From an optimization exercise on the open Yosys and OpenROAD flow, aimed at small area; shortcuts taken in it are not production practice. Function was checked by simulation only, so behaviour that the tests miss may differ from the original. Power is estimated from default activity; no workload was simulated.

===== design/flow/config.mk =====
export PLATFORM = sky130hd
export DESIGN_NAME = lcd_i2c_top
export DESIGN_NICKNAME = lcd_i2c_top
export VERILOG_FILES = /design/flow/design.v
export SDC_FILE = /design/flow/constraint.sdc
export NUM_CORES = 4
export LEC_CHECK = 0
export CAP_MARGIN = 20
export CORE_MARGIN = 2
export CORE_UTILIZATION = 40
export SLEW_MARGIN = 20
export SYNTH_HIERARCHICAL = 1

===== design/flow/constraint.sdc =====
create_clock -name core_clock -period 10.0 [get_ports {clk}]
set_input_delay 2.0000 -clock core_clock [delete_from_list [all_inputs] [get_ports {clk}]]
set_output_delay 2.0000 -clock core_clock [all_outputs]
set_load 0.01 [all_outputs]

===== design/flow/design.v =====
module lcd_i2c_top(
    input           clk,                     
    input           rst_n,                   
    input  [6:0]    i2c_addr,                
    input  [127:0]  row1,                    
    input  [127:0]  row2,                    
    input           sda_in,                  
    output          scl,                     
    output          sda_low                  
);
    reg  [6:0]  pre;
    wire        tick = (pre == 7'd49);
    always @(posedge clk, negedge rst_n) begin
        if (!rst_n)
            pre <= 7'd0;
        else
            pre <= (pre == 7'd99) ? 7'd0 : pre + 7'd1;
    end
    localparam  HEAD  = 3'd0,    
                BITS  = 3'd1,    
                WDONE = 3'd2,    
                WACK  = 3'd3,    
                ACK   = 3'd4,    
                FIN   = 3'd5;    
    reg  [2:0]  ph;
    reg  [3:0]  c;
    reg  [3:0]  b;
    reg         A;                           
    reg  [1:0]  q;                           
    reg  [1:0]  s;                           
    reg  [3:0]  j;                           
    reg         scl_r, sl;
    assign scl     = scl_r;
    assign sda_low = sl;
    wire [2:0]  kb = b[3:1];
    wire [255:0] rows = {row1, row2};
    wire [255:0] rrev;
    genvar g;
    generate
        for (g = 0; g < 256; g = g + 1) begin : rv
            assign rrev[g] = rows[255 - g];
        end
    endgenerate
    wire [2:0]  i1 = {q[1], kb[1:0]};
    wire [2:0]  i2 = j[2:0];
    wire [1:0]  i3 = {s[1], j[3]};
    wire [7:0]  l1 = ~(8'd1 << i1);
    wire [7:0]  l2 = ~(8'd1 << i2);
    wire [3:0]  l3 = ~(4'd1 << i3);
    wire [31:0] c1;
    wire [3:0]  c2;
    generate
        for (g = 0; g < 32; g = g + 1) begin : m1
            lcd_sel8 u1 (.d(rrev[g*8 +: 8]), .l(l1), .y(c1[g]));
        end
        for (g = 0; g < 4; g = g + 1) begin : m2
            lcd_sel8 u2 (.d(c1[g*8 +: 8]), .l(l2), .y(c2[g]));
        end
    endgenerate
    wire        rbit = &(c2 | l3);
    reg  [7:0]  cmd;
    always @(*) begin
        case (j[2:0])
            3'd2:    cmd = 8'h02;
            3'd3:    cmd = 8'h28;
            3'd4:    cmd = 8'h0C;
            3'd5:    cmd = 8'h06;
            3'd6:    cmd = 8'h01;
            default: cmd = {1'b1, s[1], 6'd0};
        endcase
    end
    wire [7:0]  cmdr = {cmd[0], cmd[1], cmd[2], cmd[3], cmd[4], cmd[5], cmd[6], cmd[7]};
    wire        cbit = cmdr[{q[1], kb[1:0]}];
    wire        dbit = s[0] ? rbit : cbit;
    reg         tail;
    always @(*) begin
        case (kb[1:0])
            2'd0:    tail = 1'b1;            
            2'd1:    tail = ~q[0];           
            2'd2:    tail = 1'b0;            
            default: tail = s[0];            
        endcase
    end
    wire [7:0]  abyte = {i2c_addr, 1'b0};
    wire        abit  = abyte[3'd7 - kb];
    wire        bit_o = A ? abit : (kb[2] ? tail : dbit);
    wire        rend  = (c == 4'd10);         
    wire        fin_b = !A && (q == 2'd3);   
    wire        last  = (s == 2'd3) && (j == 4'd15);
    always @(posedge clk, negedge rst_n) begin
        if (!rst_n) begin
            ph    <= HEAD;
            c     <= 4'd5;
            b     <= 4'd5;
            A     <= 1'b1;
            q     <= 2'd0;
            s     <= 2'd0;
            j     <= 4'd10;
            scl_r <= 1'b1;
            sl    <= 1'b0;
        end else if (tick) begin
            c <= rend ? 4'd0 : c + 4'd1;
            if (rend) b <= b + 4'd1;
            case (ph)
                HEAD: begin
                    if (b == 4'd7 && c == 4'd0) sl <= 1'b1;          
                    if (b == 4'd8) scl_r <= 1'b0;
                    if (b == 4'd8 && rend) begin ph <= BITS; b <= 4'd0; end
                end
                BITS: begin
                    scl_r <= b[0];
                    if (!b[0] && c == 4'd1) sl <= ~bit_o;
                    if (b == 4'd15 && rend) begin ph <= WDONE; end
                end
                WDONE: begin
                    scl_r <= 1'b0;
                    sl    <= 1'b0;
                    if (rend) ph <= WACK;
                end
                WACK: begin
                    c <= 4'd15;
                    b <= 4'd0;
                    if (!sda_in) ph <= ACK;
                end
                ACK: begin
                    if (b == 4'd0) scl_r <= 1'b1;
                    if (b == 4'd1) scl_r <= 1'b0;
                    if (fin_b) begin
                        if (b == 4'd3) scl_r <= 1'b1;                 
                        if (b == 4'd4) sl <= 1'b0;                    
                        if (b == 4'd4 && rend) begin
                            ph <= last ? FIN : HEAD;
                            c  <= 4'd7;
                            b  <= 4'd0;
                            A  <= 1'b1;
                            q  <= 2'd0;
                            j  <= (s == 2'd1 && j == 4'd15) ? j : j + 4'd1;
                            s  <= (j == 4'd15) ? s + 2'd1 : s;
                        end
                    end else begin
                        if (b == 4'd3 && c == 4'd1) sl <= A | ~s[0];   
                        if ((!A && !q[0]) ? (b == 4'd9 && c == 4'd0) : (b == 4'd4 && c == 4'd3)) begin
                            ph <= BITS;
                            c  <= 4'd0;
                            b  <= 4'd0;
                            A  <= 1'b0;
                            q  <= A ? 2'd0 : q + 2'd1;
                        end
                    end
                end
                default: ;
            endcase
        end
    end
endmodule
module lcd_sel8(
    input  [7:0] d,
    input  [7:0] l,
    output       y
);
    assign y = &(d | l);
endmodule

===== design/flow/flow/run.sh =====
#!/bin/bash
# Layout flow: the standard ORFS flow (standard.sh, unchanged synthesis), with every
# input and output port buffered by the smallest buffer cell, sky130_fd_sc_hd__buf_1,
# instead of the buffer that buffer_ports picks by itself.
# The make output goes to flow_make.log; each ORFS step also logs to orfs/logs/.
set -euo pipefail
bash standard.sh 'BUFFER_PORTS_ARGS=-buffer_cell sky130_fd_sc_hd__buf_1' finish > flow_make.log 2>&1

===== design/flow/standard.sh =====
#!/bin/bash
# synth_recipe.tcl (not shown) runs the flow's synth.tcl, then flattens the netlist and writes it again
# the make line also repeats each setting of config.mk as NAME=value (left out here)
make -C /OpenROAD-flow-scripts/flow DESIGN_CONFIG=/design/flow/config.mk WORK_HOME=/design/flow/orfs CLKGATE_MAP_FILE= SYNTH_SCRIPT=/design/flow/synth_recipe.tcl "${@:-finish}"

==> impl_metrics.py <==
metrics = {
    "synth": {
        "yosysSeqAreaShare_pct": 20.4,
        "ys_async_sr_fraction_pct": 100,
        "synth-edff-count": 0,
        "synthesis.area_um2": 3610,
        "ys_warn_count": 7,
        "synth.area.top_cells": "o22ai_1 25%, dfrtp_1 15%, nor4_2 13%, dfstp_2 5.8%, ha_1 4.8%",
        "yosys.area.top_type_share_pct": 24.9,
        "synth_cell_type_count": 60,
        "syn-num-nets": 720,
        "syn_area_per_cell_um2": 8.21,
        "synthCells": 440,
        "synth-main-ff-cell": "dfrtp_1",
        "synth.most_common_cell": "o22ai_1",
        "synth_top_area_cell": "o22ai_1",
        "synth_seq_cells": 29,
        "netlist_top_cells_count": "144 x o22ai_1, 37 x nor4_2, 34 x nand2_1",
    },
    "min_path": {
        "hp-start": "pre[0]",
        "hold_class": "flip-flop to flip-flop",
    },
    "sta": {
        "grt_setup_unrepaired": "false",
        "setup_viol": 0,
        "hold_ws_ns": 0.493,
        "setup_tns_ns": 0,
        "max_slew_margin_pct": 53.6,
        "slew_violations": 0,
        "fin_crit_sh_pct": 42.3,
        "finalHoldViolations": 0,
        "period_minus_slack_ns": 4.23,
        "clock_skew_ns": 0.00999,
        "max_freq_ghz": 0.237,
        "worstMarginPinSlew_ns": 0.695,
    },
    "finish": {
        "fill_cells": 890,
        "syn2layout_area_growth_pct": 33.8,
        "layout.nets": 990,
        "drive_above_1_share_pct": 10.5,
        "final_area_um2": 4830,
    },
    "critical_path": {
        "start_kind": "flip-flop",
        "crit_start": "b[1]",
        "worstPathArrival_ns": 4.39,
        "worstPathMaxFanout": 22,
        "cp_cell_sequence": "nor2b_1 -> nand2_1 -> buf_4 -> o22ai_1 -> nor4_2 -> o22ai_1 -> nor4_2 -> mux4_2 -> nor3b_1 -> a2111oi_0 -> o31a_1 -> o31ai_1",
        "cp_data_required_time_ns": 10.17,
        "crit_slowest_cell": "dfrtp_1",
        "cp-end-kind": "flip-flop",
        "critPathBufInv": 1,
        "critPathTopFamily": "simple AND/OR/NAND/NOR gates",
        "r2r_start": "b[1]",
        "critPathKind": "flip-flop to flip-flop",
        "max_stage_delay_ns": 0.74,
    },
    "clocking": {
        "cts_setup_buffers": 0,
        "tritoncts": "done",
        "cts_resized": 0,
        "numClockSinks": 29,
        "cts_buffers": 5,
        "cts_root_buf": "clkbuf_8",
        "clkTransAtPathRegs_ns": 0.06,
        "clk_path_buf_depth": 2,
        "hold_buffers": 0,
        "clk_latency_ns": 0.29,
        "htreeDepth": 2,
    },
    "detailed_routing": {
        "vias": 5066,
        "drt-pass1-iter-count": 7,
        "drt_iter0_drc": 461,
        "highest_layer": "met4",
        "antenna_left": 0,
        "wirelength_um": 17200,
        "via_per_inst": 6.18,
        "drc_errors": 0,
        "met3_length_um": 1590,
        "met1Wirelength_um": 6920,
        "post_drt_wl_per_cell_um": 21.0,
        "wl_met2_um": 8220,
    },
    "global_route": {
        "grt_usage_pct": 33.2,
        "grt_pass1_wl_um": 25700,
        "antenna_found_initial": 1,
        "overflow": 0,
        "grt_pass1_vias": 4701,
        "grt_max_degree": 30,
    },
    "floorplanning": {
        "core_um2": 8720,
        "boundaryPins": 268,
        "num_rows": 34,
        "start_util_pct": 41.4,
        "die_w_um": 99.0,
        "fp.dieArea_um2": 9810,
        "die_h_um": 99.0,
    },
    "outcome": {
        "status": "finished clean",
    },
    "placed_design": {
        "port_buffers": 267,
        "hpwl_um": 13900,
        "place_congestion": 1.03,
        "place_area_um2": 4750,
    },
    "run": {
        "drv_cap": 0,
    },
    "power": {
        "p_per_area_nw_per_um2": 56.9,
        "p_leak_nw": 1.63,
        "peakVddDrop_uv": 44.8,
    },
}
cell families after synthesis:
| logic type | share of synthesized area, % |
|---|---|
| adders and majority gates | 4.85 |
| buffers and inverters | 3.12 |
| AOI/OAI and AO/OA | 35.7 |
| xor gates and xnor gates | 2.67 |
| DFF | 20.4 |
| muxes | 3.29 |
| and+or+nand+nor | 30.0 |
registers in the layout (all words and copies together), names as in the netlist:
name   flops
c          4
s          2
scl_r      1
j          4
pre        7
b          4
ph         3
q          2
sl         1
A          1
metrics by stage:
step | power (mW) | util (%) | setup WS (ns) | std cells
2_1_floorplan | 0.135 | - | 6.31 | 440
3_3_place_gp | 0.181 | 54.5 | 5.72 | 811
3_5_place_dp | 0.181 | 54.5 | 5.62 | 811
4_1_cts | 0.277 | 55.4 | 5.90 | 819
5_1_grt | 0.287 | 55.4 | 5.51 | 820
6_report | 0.275 | 55.4 | 5.77 | 820
where the power goes:
group / switching [mW] / total, mW / internal, mW / leakage, nW
Combinational: 0.0286 / 0.0628 / 0.0342 / 1.24
Clock: 0.0469 / 0.0951 / 0.0481 / 0.0450
Sequential: 0 / 0.117 / 0.117 / 0.352
cell type report:
class                           instances  area, um^2  area share (%)
Sequential cell                        29         736            15.2
Inverter                               12        45.0           0.932
Tap cell                              108         135            2.80
Multi-Input combinational cell        386        2760            57.2
Antenna cell                            1        2.50          0.0518
Clock buffer                            6        72.6            1.50
Clock inverter                          2        10.0           0.207
Timing Repair Buffer                  276        1070            22.1
layer usage:
layer,vias up,global-route usage [%]
met2,269,54.1
met3,49,8.79
met1,2366,43.0
met4,0,10.2
li1,2382,-
met5,-,0
per-module statistics from Yosys (local to each module, per instance):
module,cell area [um^2],copies in the design
lcd_i2c_top,2260,1
lcd_sel8,37.5,36
cells in the final DEF, fill, tap and decap left out, types with 2 or more instances in the layout:
cell type    n
nand3_1     11
and2_1       2
xor2_1       4
nor3b_1      3
a31oi_1      4
a21oi_1     16
o22ai_1    144
and3b_1      2
a21o_1       2
nand4_1      6
nand4_2      2
clkbuf_8     5
nor3_1       4
o21ai_1      3
o21a_1       2
nand3b_1     2
and3_1       2
mux2i_1      4
dfstp_2      8
buf_4        9
nor4_2      37
mux2_4       3
ha_1        14
nor2_1      25
xnor2_1      7
dfrtp_1     21
or3_1        4
o22a_1       3
clkinv_2     2
buf_1      267
nand2b_1     3
o31ai_1      4
inv_1       12
a211oi_1     2
nand2_1     34
nor2b_1      6
o21ai_0      7
a22oi_1      2
final timing paths:
path | to | slack, ns | cells past startpoint
min | pre[0] | 0.49 | 1
min reg2reg | pre[0] | 0.49 | 1
max reg2reg | sl | 5.77 | 12
min in group asynchronous | c[1] | 1.70 | 2
max in group asynchronous | b[0] | 7.96 | 2
max | sl | 5.77 | 12
worst reg2reg max path, cell delays in order, from the launching register on:
cell	delay, ns
dfrtp_1	0.74
nor2b_1	0.27
nand2_1	0.45
buf_4	0.37
o22ai_1	0.18
nor4_2	0.59
o22ai_1	0.16
nor4_2	0.35
mux4_2	0.29
nor3b_1	0.05
a2111oi_0	0.39
o31a_1	0.21
o31ai_1	0.07

-- static timing again, ports no longer ideal --
No port has a modelled driver above. Below, the same layout with a new extraction and two added sets of constraints.
Step 1: set_driving_cell puts a clkbuf_16 on clk and a buf_2 on each other input, an assumption about the parent block.
Step 2, shift: input delay + t, output delay - t, t = (earliest + latest rising clock arrival at the registers) / 2. This alone moves slack from input paths to output paths.
Slacks: ideal ports / drivers / drivers and shift; pairs: ideal ports / drivers.
shift t [ns]: 0.315
slack for setup (ns): 5.775 / 5.775 / 5.556
worst slew at a driven data input, ns: 0.10
pins driven straight from the clock port: 1
After both steps this run still meets setup and hold. For this run, drivers alone change the setup slack by 0.000 ns; drivers and shift together by -0.219 ns.
